Context: an optimization exercise on an open-source flow, tuned for small area. The choices shown serve that exercise and are no tape-out recipe. In this exercise RTL edits were held to simulation tests only and were not proved equivalent to the original. Power figures rest on the tool's default switching activity, not on a simulated workload.

==> inputs of job 1665 <==
Design qos_queue, start of the top module:
module qos_queue(
	input clk,
	input rst,                  
	input start,                
	input in_0,                 
	input in_1,                 
	input read_tick,            
	output [3:0]  p_in,         
	output [3:0]  read,         
	output [11:0] fullness,     
	output [95:0] memory,       
	output [31:0] drop_count,   
	output [39:0] input_count   
);
	wire wr;
	wire [3:0] pk;
	wire [15:0] total_times[3:0];
	switch switch1(clk, rst, start, in_0, in_1, wr, pk, p_in);
	genvar b;
	generate
		for (b = 0; b < 4; b = b + 1) begin : g_buf
			buffer buffer_i(clk, rst, pk, read[b], wr & (pk[3:2] == b),
				memory[24*b +: 24], fullness[3*b +: 3], total_times[b],
				input_count[10*b +: 10], drop_count[8*b +: 8]);
		end
	endgenerate
	decision decision1(clk, rst, read_tick, fullness[2:0], fullness[5:3], fullness[8:6], fullness[11:9],
		total_times[0], total_times[1], total_times[2], total_times[3], read[0], read[1], read[2], read[3]);
endmodule
==> module buffer, before the edit <==
module buffer(
	input clk,
	input rst,
	input [3:0] p_in,
	input read,
	input write,
	output reg [23:0] memory,
	output reg [2:0] fullness,
	output reg [15:0] time_total,
	output reg [9:0] input_count,
	output reg [7:0] drop_count
);
	reg [13:0] nage [0:5];         
	wire [13:0] age [0:5];
	genvar g;
	generate for (g = 0; g < 6; g = g + 1) begin : g_age
		assign age[g] = ~nage[g];
	end endgenerate
	wire rd = read & (fullness != 3'd0);
	wire drop = write & ~rd & (fullness == 3'd6);
	wire sh = rd | drop;
	wire [2:0] f1 = fullness - {2'd0, rd};
	wire [2:0] f2 = f1 + {2'd0, write & ~drop};
	wire nr = ~rst;
	wire s_sh = sh & nr;           
	wire s_hold = ~sh & nr;        
	integer j, k;
	reg [13:0] x;
	reg [14:0] cc;
	reg [5:0] wrap;
	reg [13:0] n [0:5];
	always @(*) begin
		for (j = 0; j < 6; j = j + 1) begin
			if (j < 5) x = (age[(j + 1) % 6] & {14{s_sh}}) | (age[j] & {14{s_hold}});
			else x = age[j] & {14{s_hold}};
			cc[0] = nr & (j < f2);
			for (k = 0; k < 14; k = k + 1) begin
				n[j][k] = x[k] ^ cc[k];
				cc[k + 1] = x[k] & cc[k];
			end
			wrap[j] = cc[14];
		end
	end
	wire s1 = wrap[0] ^ wrap[1] ^ wrap[2];
	wire k1 = (wrap[0] & wrap[1]) | (wrap[0] & wrap[2]) | (wrap[1] & wrap[2]);
	wire s2 = wrap[3] ^ wrap[4] ^ wrap[5];
	wire k2 = (wrap[3] & wrap[4]) | (wrap[3] & wrap[5]) | (wrap[4] & wrap[5]);
	wire [1:0] wc = {k1 ^ k2 ^ (s1 & s2), s1 ^ s2};
	wire [15:0] tt = time_total & {16{nr}};
	wire [15:0] v = ~({wc, age[0] & {14{sh}}} & {16{nr}});
	wire [2:0] fz = f2 & {3{nr}};
	reg [15:0] ps, pc;
	reg [16:0] tc;
	reg [15:0] tn;
	always @(*) begin
		for (k = 0; k < 16; k = k + 1) begin
			if (k < 3) begin
				ps[k] = tt[k] ^ v[k] ^ fz[k];
				pc[k] = (tt[k] & v[k]) | (tt[k] & fz[k]) | (v[k] & fz[k]);
			end else begin
				ps[k] = tt[k] ^ v[k];
				pc[k] = tt[k] & v[k];
			end
		end
		tc[0] = 1'b1;
		for (k = 0; k < 16; k = k + 1) begin
			if (k == 0) begin
				tn[k] = ps[k] ^ tc[k];
				tc[k + 1] = ps[k] & tc[k];
			end else begin
				tn[k] = ps[k] ^ pc[k - 1] ^ tc[k];
				tc[k + 1] = (ps[k] & pc[k - 1]) | (ps[k] & tc[k]) | (pc[k - 1] & tc[k]);
			end
		end
	end
	wire [9:0] icq = input_count & {10{nr}};
	wire [7:0] dcq = drop_count & {8{nr}};
	reg [10:0] ic;
	reg [8:0] dc;
	reg [9:0] icn;
	reg [7:0] dcn;
	always @(*) begin
		ic[0] = write & nr;
		for (k = 0; k < 10; k = k + 1) begin
			icn[k] = icq[k] ^ ic[k];
			ic[k + 1] = icq[k] & ic[k];
		end
		dc[0] = drop & nr;
		for (k = 0; k < 8; k = k + 1) begin
			dcn[k] = dcq[k] ^ dc[k];
			dc[k + 1] = dcq[k] & dc[k];
		end
	end
	reg [5:0] wsel;
	reg [23:0] mn;
	always @(*) begin
		for (j = 0; j < 6; j = j + 1) begin
			wsel[j] = write & nr & (j == 5 ? (f1 >= 3'd5) : (f1 == j));
			if (j < 5)
				mn[4 * j +: 4] = (memory[4 * ((j + 1) % 6) +: 4] & {4{s_sh & ~wsel[j]}}) |
					(memory[4 * j +: 4] & {4{s_hold & ~wsel[j]}}) | (p_in & {4{wsel[j]}});
			else
				mn[4 * j +: 4] = (memory[4 * j +: 4] & {4{s_hold & ~wsel[j]}}) | (p_in & {4{wsel[j]}});
		end
	end
	always @(posedge clk) begin
		for (j = 0; j < 6; j = j + 1) nage[j] <= ~n[j];
		memory <= mn;
		fullness <= f2 & {3{nr}};
		time_total <= tn;
		input_count <= icn;
		drop_count <= dcn;
	end
endmodule
==> module decision, before the edit <==
module decision(
	input  clk,
	input  rst,
	input  read_clk,
	input [2:0] fullness_1,
	input [2:0] fullness_2,
	input [2:0] fullness_3,
	input [2:0] fullness_4,
	input [15:0] total_time_1,
	input [15:0] total_time_2,
	input [15:0] total_time_3,
	input [15:0] total_time_4,
	output reg read_1,
	output reg read_2,
	output reg read_3,
	output reg read_4
);
	function [15:0] sq;
		input [2:0] f;
		input [11:0] w;
		case (f)
			3'd0: sq = 16'd0;
			3'd1: sq = w;
			3'd2: sq = w * 4;
			3'd3: sq = w * 9;
			3'd4: sq = w * 16;
			3'd5: sq = w * 25;
			3'd6: sq = w * 36;
			default: sq = w * 49;
		endcase
	endfunction
	wire [15:0] k0 = sq(fullness_1, 12'd15);
	wire [15:0] k1 = sq(fullness_2, 12'd425);
	wire [15:0] k2 = sq(fullness_3, 12'd759);
	wire [15:0] k3 = sq(fullness_4, 12'd1000);
	wire [18:0] h0, g0;
	rca #(19) a0a({total_time_1, 3'd0}, ~{3'd0, total_time_1}, 1'b1, g0);
	rca #(19) a0b(g0, {12'd0, k0[9:3]}, 1'b0, h0);
	wire [21:0] p0 = {h0, k0[2:0]};
	wire [18:0] h1, g1;
	rca #(19) a1a({1'b0, total_time_2, 2'd0}, {3'd0, total_time_2}, 1'b0, g1);
	rca #(19) a1b(g1, {8'd0, k1[13:3]}, 1'b0, h1);
	wire [21:0] p1 = {h1, k1[2:0]};
	wire [20:0] g2a, g2, p2;
	rca #(21) a2a({4'd0, total_time_3, 1'b0}, {5'd0, total_time_3}, 1'b0, g2a);
	rca #(21) a2b({1'b0, total_time_3, 4'd0}, g2a, 1'b0, g2);
	rca #(21) a2c(g2, {6'd0, k2[14:0]}, 1'b0, p2);
	wire [17:0] g3, p3;
	rca #(18) a3a({1'b0, total_time_4, 1'b0}, {2'd0, total_time_4}, 1'b0, g3);
	rca #(18) a3b(g3, {2'd0, k3}, 1'b0, p3);
	wire c01, c23, c02, c03, c12, c13;
	gt #(22) g01(p1, p0, c01);
	gt #(21) g23({3'd0, p3}, p2, c23);
	gt #(22) g02({1'b0, p2}, p0, c02);
	gt #(22) g03({4'd0, p3}, p0, c03);
	gt #(22) g12({1'b0, p2}, p1, c12);
	gt #(22) g13({4'd0, p3}, p1, c13);
	wire cf = c23 ? (c01 ? c13 : c03) : (c01 ? c12 : c02);
	wire go = read_clk & ~rst;
	always @(posedge clk) begin
		read_1 <= go & ~cf & ~c01;
		read_2 <= go & ~cf & c01;
		read_3 <= go & cf & ~c23;
		read_4 <= go & cf & c23;
	end
endmodule
==> flow/config.mk <==
export PLATFORM = sky130hd
export DESIGN_NAME = qos_queue
export DESIGN_NICKNAME = qos_queue
export VERILOG_FILES = /design/flow/design.v
export SDC_FILE = /design/flow/constraint.sdc
export NUM_CORES = 4
export LEC_CHECK = 0
export ABC_AREA = 1
export CAP_MARGIN = 20
export CORE_MARGIN = 2
export CORE_UTILIZATION = 60
export SLEW_MARGIN = 20
==> flow/constraint.sdc <==
create_clock -name core_clock -period 12.0 [get_ports {clk}]
set_input_delay 2.4000 -clock core_clock [delete_from_list [all_inputs] [get_ports {clk}]]
set_output_delay 2.4000 -clock core_clock [all_outputs]
set_load 0.01 [all_outputs]
standard.sh (not shown) runs the stock make flow with config.mk's settings and CLKGATE_MAP_FILE= SYNTH_SCRIPT=/design/flow/synth_recipe.tcl, a recipe that flattens the netlist after the stock synthesis.
==> flow/flow/run.sh <==
#!/bin/bash
# Layout flow: the standard ORFS flow (standard.sh) with
#  - synthesis by flow/synth.tcl (area-oriented logic mapping, same registers),
#  - port buffers of the smallest buffer cell instead of clkdlybuf4s50_1,
#  - clock tree synthesis with sink clusters of at most 25 sinks and 70 um
#    and without dummy loads.
# The make output goes to flow.log; ORFS keeps each step's log under orfs/logs.
set -euo pipefail
W=$PWD
bash standard.sh \
  "SYNTH_SCRIPT=$W/flow/synth.tcl" \
  "BUFFER_PORTS_ARGS=-buffer_cell sky130_fd_sc_hd__buf_1" \
  "CTS_ARGS=-sink_clustering_enable -repair_clock_nets -sink_clustering_size 20 -sink_clustering_max_diameter 50 -dont_use_dummy_load -buf_list sky130_fd_sc_hd__clkbuf_8" \
  finish > "$W/flow.log" 2>&1
==> flow/flow/area.abc <==
strash
dch -f
amap
topo
==> flow/flow/synth.tcl <==
# The standard synthesis (synth_recipe.tcl), with three changes to the
# logic mapping only: Yosys's synth runs without its internal abc pass, so
# extract_fa sees the ripple adders as the RTL writes them; extract_fa only
# extracts full adders (half adders are left to ABC, which can then merge
# the inversions of the inverted age registers into the increment logic);
# and the final ABC mapping uses flow/area.abc, an area-only mapping without
# buffering or upsizing (placement repairs slew, capacitance and timing).
# Registers and their names are the same as in the standard synthesis.
set flow_dir [file dirname [file normalize [info script]]]
proc synth {args} { yosys synth -nofsm -noshare -noabc {*}$args }
proc abc {args} {
  set i [lsearch -exact $args -script]
  if { $i >= 0 } { lset args [expr { $i + 1 }] $::flow_dir/area.abc }
  yosys abc {*}$args
}
proc extract_fa {args} { yosys extract_fa -fa }
source $::env(SCRIPTS_DIR)/synth.tcl
# left out here: clear keep_hierarchy, flatten, clean up, hide names made inside functions, write 1_2_yosys.v
==> job 7925: changes against job 1665 <==
--- a/flow/design.v
+++ b/flow/design.v
@@ -61,8 +61,8 @@
 		assign age[g] = ~nage[g];
 	end endgenerate
 	wire rd = read & (fullness != 3'd0);
-	wire drop = write & ~rd & (fullness == 3'd6);
-	wire sh = rd | drop;
+	wire drop = write & ~read & (fullness == 3'd6);
+	wire sh = read | drop;
 	wire [2:0] f1 = fullness - {2'd0, rd};
 	wire [2:0] f2 = f1 + {2'd0, write & ~drop};
 	wire nr = ~rst;
@@ -141,10 +141,10 @@
 		for (j = 0; j < 6; j = j + 1) begin
 			wsel[j] = write & nr & (j == 5 ? (f1 >= 3'd5) : (f1 == j));
 			if (j < 5)
-				mn[4 * j +: 4] = (memory[4 * ((j + 1) % 6) +: 4] & {4{s_sh & ~wsel[j]}}) |
-					(memory[4 * j +: 4] & {4{s_hold & ~wsel[j]}}) | (p_in & {4{wsel[j]}});
+				mn[4 * j +: 4] = (memory[4 * ((j + 1) % 6) +: 4] & {4{s_sh}}) |
+					(memory[4 * j +: 4] & {4{s_hold}}) | (p_in & {4{wsel[j]}});
 			else
-				mn[4 * j +: 4] = (memory[4 * j +: 4] & {4{s_hold & ~wsel[j]}}) | (p_in & {4{wsel[j]}});
+				mn[4 * j +: 4] = (memory[4 * j +: 4] & {4{s_hold}}) | (p_in & {4{wsel[j]}});
 		end
 	end
 	always @(posedge clk) begin
--- a/flow/flow/run.sh
+++ b/flow/flow/run.sh
@@ -10,5 +10,5 @@
 bash standard.sh \
   "SYNTH_SCRIPT=$W/flow/synth.tcl" \
   "BUFFER_PORTS_ARGS=-buffer_cell sky130_fd_sc_hd__buf_1" \
-  "CTS_ARGS=-sink_clustering_enable -repair_clock_nets -sink_clustering_size 20 -sink_clustering_max_diameter 50 -dont_use_dummy_load -buf_list sky130_fd_sc_hd__clkbuf_8" \
+  "CTS_ARGS=-sink_clustering_enable -repair_clock_nets -sink_clustering_size 25 -sink_clustering_max_diameter 70 -dont_use_dummy_load" \
   finish > "$W/flow.log" 2>&1
Settings changed: CORE_UTILIZATION 60 to 70.
==> job 9396: changes against job 1665 <==
--- a/flow/design.v
+++ b/flow/design.v
@@ -54,30 +54,25 @@
 	output reg [9:0] input_count,
 	output reg [7:0] drop_count
 );
-	reg [13:0] nage [0:5];         
-	wire [13:0] age [0:5];
-	genvar g;
-	generate for (g = 0; g < 6; g = g + 1) begin : g_age
-		assign age[g] = ~nage[g];
-	end endgenerate
+	reg [13:0] age [0:5];
 	wire rd = read & (fullness != 3'd0);
 	wire drop = write & ~rd & (fullness == 3'd6);
 	wire sh = rd | drop;
 	wire [2:0] f1 = fullness - {2'd0, rd};
 	wire [2:0] f2 = f1 + {2'd0, write & ~drop};
-	wire nr = ~rst;
-	wire s_sh = sh & nr;           
-	wire s_hold = ~sh & nr;        
 	integer j, k;
 	reg [13:0] x;
 	reg [14:0] cc;
 	reg [5:0] wrap;
+	reg vld;
 	reg [13:0] n [0:5];
 	always @(*) begin
 		for (j = 0; j < 6; j = j + 1) begin
-			if (j < 5) x = (age[(j + 1) % 6] & {14{s_sh}}) | (age[j] & {14{s_hold}});
-			else x = age[j] & {14{s_hold}};
-			cc[0] = nr & (j < f2);
+			if (rst) x = 14'd0;
+			else if (sh) x = (j < 5) ? age[(j + 1) % 6] : 14'd0;
+			else x = age[j];
+			vld = ~rst & (j < f2);
+			cc[0] = vld;
 			for (k = 0; k < 14; k = k + 1) begin
 				n[j][k] = x[k] ^ cc[k];
 				cc[k + 1] = x[k] & cc[k];
@@ -90,21 +85,15 @@
 	wire s2 = wrap[3] ^ wrap[4] ^ wrap[5];
 	wire k2 = (wrap[3] & wrap[4]) | (wrap[3] & wrap[5]) | (wrap[4] & wrap[5]);
 	wire [1:0] wc = {k1 ^ k2 ^ (s1 & s2), s1 ^ s2};
-	wire [15:0] tt = time_total & {16{nr}};
-	wire [15:0] v = ~({wc, age[0] & {14{sh}}} & {16{nr}});
-	wire [2:0] fz = f2 & {3{nr}};
+	wire [15:0] v = ~{wc, sh ? age[0] : 14'd0};
+	wire [15:0] f2x = {13'd0, f2};
 	reg [15:0] ps, pc;
 	reg [16:0] tc;
 	reg [15:0] tn;
 	always @(*) begin
 		for (k = 0; k < 16; k = k + 1) begin
-			if (k < 3) begin
-				ps[k] = tt[k] ^ v[k] ^ fz[k];
-				pc[k] = (tt[k] & v[k]) | (tt[k] & fz[k]) | (v[k] & fz[k]);
-			end else begin
-				ps[k] = tt[k] ^ v[k];
-				pc[k] = tt[k] & v[k];
-			end
+			ps[k] = time_total[k] ^ v[k] ^ f2x[k];
+			pc[k] = (time_total[k] & v[k]) | (time_total[k] & f2x[k]) | (v[k] & f2x[k]);
 		end
 		tc[0] = 1'b1;
 		for (k = 0; k < 16; k = k + 1) begin
@@ -117,43 +106,47 @@
 			end
 		end
 	end
-	wire [9:0] icq = input_count & {10{nr}};
-	wire [7:0] dcq = drop_count & {8{nr}};
 	reg [10:0] ic;
 	reg [8:0] dc;
 	reg [9:0] icn;
 	reg [7:0] dcn;
 	always @(*) begin
-		ic[0] = write & nr;
+		ic[0] = write;
 		for (k = 0; k < 10; k = k + 1) begin
-			icn[k] = icq[k] ^ ic[k];
-			ic[k + 1] = icq[k] & ic[k];
-		end
-		dc[0] = drop & nr;
+			icn[k] = input_count[k] ^ ic[k];
+			ic[k + 1] = input_count[k] & ic[k];
+		end
+		dc[0] = drop;
 		for (k = 0; k < 8; k = k + 1) begin
-			dcn[k] = dcq[k] ^ dc[k];
-			dc[k + 1] = dcq[k] & dc[k];
-		end
-	end
-	reg [5:0] wsel;
+			dcn[k] = drop_count[k] ^ dc[k];
+			dc[k + 1] = drop_count[k] & dc[k];
+		end
+	end
+	reg [3:0] m;
 	reg [23:0] mn;
 	always @(*) begin
 		for (j = 0; j < 6; j = j + 1) begin
-			wsel[j] = write & nr & (j == 5 ? (f1 >= 3'd5) : (f1 == j));
-			if (j < 5)
-				mn[4 * j +: 4] = (memory[4 * ((j + 1) % 6) +: 4] & {4{s_sh & ~wsel[j]}}) |
-					(memory[4 * j +: 4] & {4{s_hold & ~wsel[j]}}) | (p_in & {4{wsel[j]}});
-			else
-				mn[4 * j +: 4] = (memory[4 * j +: 4] & {4{s_hold & ~wsel[j]}}) | (p_in & {4{wsel[j]}});
+			if (sh) m = (j < 5) ? memory[4 * ((j + 1) % 6) +: 4] : 4'd0;
+			else m = memory[4 * j +: 4];
+			if (write && (j == 5 ? (f1 >= 3'd5) : (f1 == j))) m = p_in;
+			mn[4 * j +: 4] = m;
 		end
 	end
 	always @(posedge clk) begin
-		for (j = 0; j < 6; j = j + 1) nage[j] <= ~n[j];
-		memory <= mn;
-		fullness <= f2 & {3{nr}};
-		time_total <= tn;
-		input_count <= icn;
-		drop_count <= dcn;
+		for (j = 0; j < 6; j = j + 1) age[j] <= n[j];
+		if (rst) begin
+			memory <= 24'd0;
+			fullness <= 3'd0;
+			time_total <= 16'd0;
+			input_count <= 10'd0;
+			drop_count <= 8'd0;
+		end else begin
+			memory <= mn;
+			fullness <= f2;
+			time_total <= tn;
+			input_count <= icn;
+			drop_count <= dcn;
+		end
 	end
 endmodule
 module rca #(parameter W = 8) (
@@ -237,14 +230,12 @@
 	wire [17:0] g3, p3;
 	rca #(18) a3a({1'b0, total_time_4, 1'b0}, {2'd0, total_time_4}, 1'b0, g3);
 	rca #(18) a3b(g3, {2'd0, k3}, 1'b0, p3);
-	wire c01, c23, c02, c03, c12, c13;
+	wire c01, c23, cf;
 	gt #(22) g01(p1, p0, c01);
 	gt #(21) g23({3'd0, p3}, p2, c23);
-	gt #(22) g02({1'b0, p2}, p0, c02);
-	gt #(22) g03({4'd0, p3}, p0, c03);
-	gt #(22) g12({1'b0, p2}, p1, c12);
-	gt #(22) g13({4'd0, p3}, p1, c13);
-	wire cf = c23 ? (c01 ? c13 : c03) : (c01 ? c12 : c02);
+	wire [21:0] m01 = c01 ? p1 : p0;
+	wire [20:0] m23 = c23 ? {3'd0, p3} : p2;
+	gt #(22) gf({1'b0, m23}, m01, cf);
 	wire go = read_clk & ~rst;
 	always @(posedge clk) begin
 		read_1 <= go & ~cf & ~c01;
==> flow/flow/run.sh (replaced) <==
#!/bin/bash
# Layout flow: the standard ORFS flow (standard.sh) with
#  - synthesis by flow/synth.tcl (area-oriented logic mapping, same registers),
#  - port buffers of the smallest buffer cell instead of clkdlybuf4s50_1.
# The make output goes to flow.log; ORFS keeps each step's log under orfs/logs.
set -euo pipefail
W=$PWD
bash standard.sh \
  "SYNTH_SCRIPT=$W/flow/synth.tcl" \
  "BUFFER_PORTS_ARGS=-buffer_cell sky130_fd_sc_hd__buf_1" \
  finish > "$W/flow.log" 2>&1
==> flow/flow/area.abc (replaced) <==
strash
dch
amap
strash
dch
amap
topo
==> flow/flow/synth.tcl (replaced) <==
# The standard synthesis (synth_recipe.tcl), with two changes to the
# logic mapping only: Yosys's synth runs without its internal abc pass, so
# extract_fa sees the ripple adders as the RTL writes them, and the final
# ABC mapping uses flow/area.abc, an area-only mapping without buffering or
# upsizing (placement repairs slew, capacitance and timing). Registers and
# their names are the same as in the standard synthesis.
set flow_dir [file dirname [file normalize [info script]]]
proc synth {args} { yosys synth -nofsm -noshare -noabc {*}$args }
proc abc {args} {
  set i [lsearch -exact $args -script]
  if { $i >= 0 } { lset args [expr { $i + 1 }] $::flow_dir/area.abc }
  yosys abc {*}$args
}
source $::env(SCRIPTS_DIR)/synth.tcl
# left out here: clear keep_hierarchy, flatten, clean up, hide names made inside functions, write 1_2_yosys.v
Settings changed: CTS_CLUSTER_DIAMETER from default to 70, CTS_CLUSTER_SIZE from default to 25.
==> qor summary <==
| item | job 1665 | job 9396 | job 7925 |
|---|---|---|---|
| Post-DR vias/cell | 5.531 | 5.721 | 5.794 |
| Run status | no timing/DRC/antenna violations | finished with violations | no timing/DRC/antenna violations |
| Reasons for failing layout checks | - | negative setup slack | - |
| Max incr delay on CP | 0.47 ns | 0.51 ns | 0.74 ns |
| Post-CTS resize count | 0 | 22 | 0 |
| Fraction of post-synthesis cell area in the top cell type by area | 0.4114 | 0.3824 | 0.4160 |
| Most frequent cell on the critical path | fa_1 | buf_4 | fa_1 |
| Syn avg cell area | 8.092 um2 | 10.28 um2 | 8.182 um2 |
| Leading cell type in the layout, fill and taps excluded | clkinv_1 | dfxtp_1 | dfxtp_1 |
| Beginning of the worst hold path | g_buf[0].buffer_i.memory[23]$_DFF_P_ | g_buf[2].buffer_i.memory[22]$_SDFFE_PP0P_ | g_buf[1].buffer_i.memory[23]$_DFF_P_ |
| Starting Density | 0.6059 | 0.6053 | 0.7138 |
| Power consumed by sequential cells | 2190 uW | 2170 uW | 2180 uW |
| Die area | 49,780 um2 | 53,490 um2 | 42,330 um2 |
| Detailed route wirelength on metal2 | 29.66 mm | 33.91 mm | 30.59 mm |
| Fraction of the core area covered by cells at the end of the flow | 0.6539 | 0.6746 | 0.7730 |
| Flip-flop and latch share of the layout cell area | 0.3812 | 0.3432 | 0.3841 |
| Placeable core area | 47,550 um2 | 51,200 um2 | 39,910 um2 |
| ClkCell Share | 0.02213 | 0.03532 | 0.02757 |

static timing again, ports no longer ideal:
No port has a modelled driver above. Below, the same layouts with a new extraction and two added sets of constraints.
Step 1, drivers: a clkbuf_16 drives clk and a buf_2 each remaining input, both assumed.
Step 2 moves the port delays by t, midway between the first and last clock arrival at a register: inputs arrive t later, outputs are due t later. That takes back most of the time a late clock gives input paths.
Slacks: no drivers / after step 1 / after step 2; pairs: no drivers / after step 1.
run | shift t [ns] | slack for setup (ns) | worst hold slack (ns) | worst register clock-pin slew, ns | worst data-port slew with drivers (ns)
job 1665 | 0.700 | 1.451 / 1.451 / 1.155 | 0.439 / 0.439 / 0.439 | 0.12 / 0.12 | 0.04
job 7925 | 0.604 | 1.325 / 1.361 / 0.757 | 0.441 / 0.441 / 0.441 | 0.09 / 0.09 | 0.09
job 9396 | 0.635 | -0.342 / -0.342 / -0.342 | 0.458 / 0.458 / 0.458 | 0.10 / 0.10 | 0.06
For job 7925, which loses most, drivers alone change the setup slack by +0.036 ns; drivers and shift together by -0.568 ns.
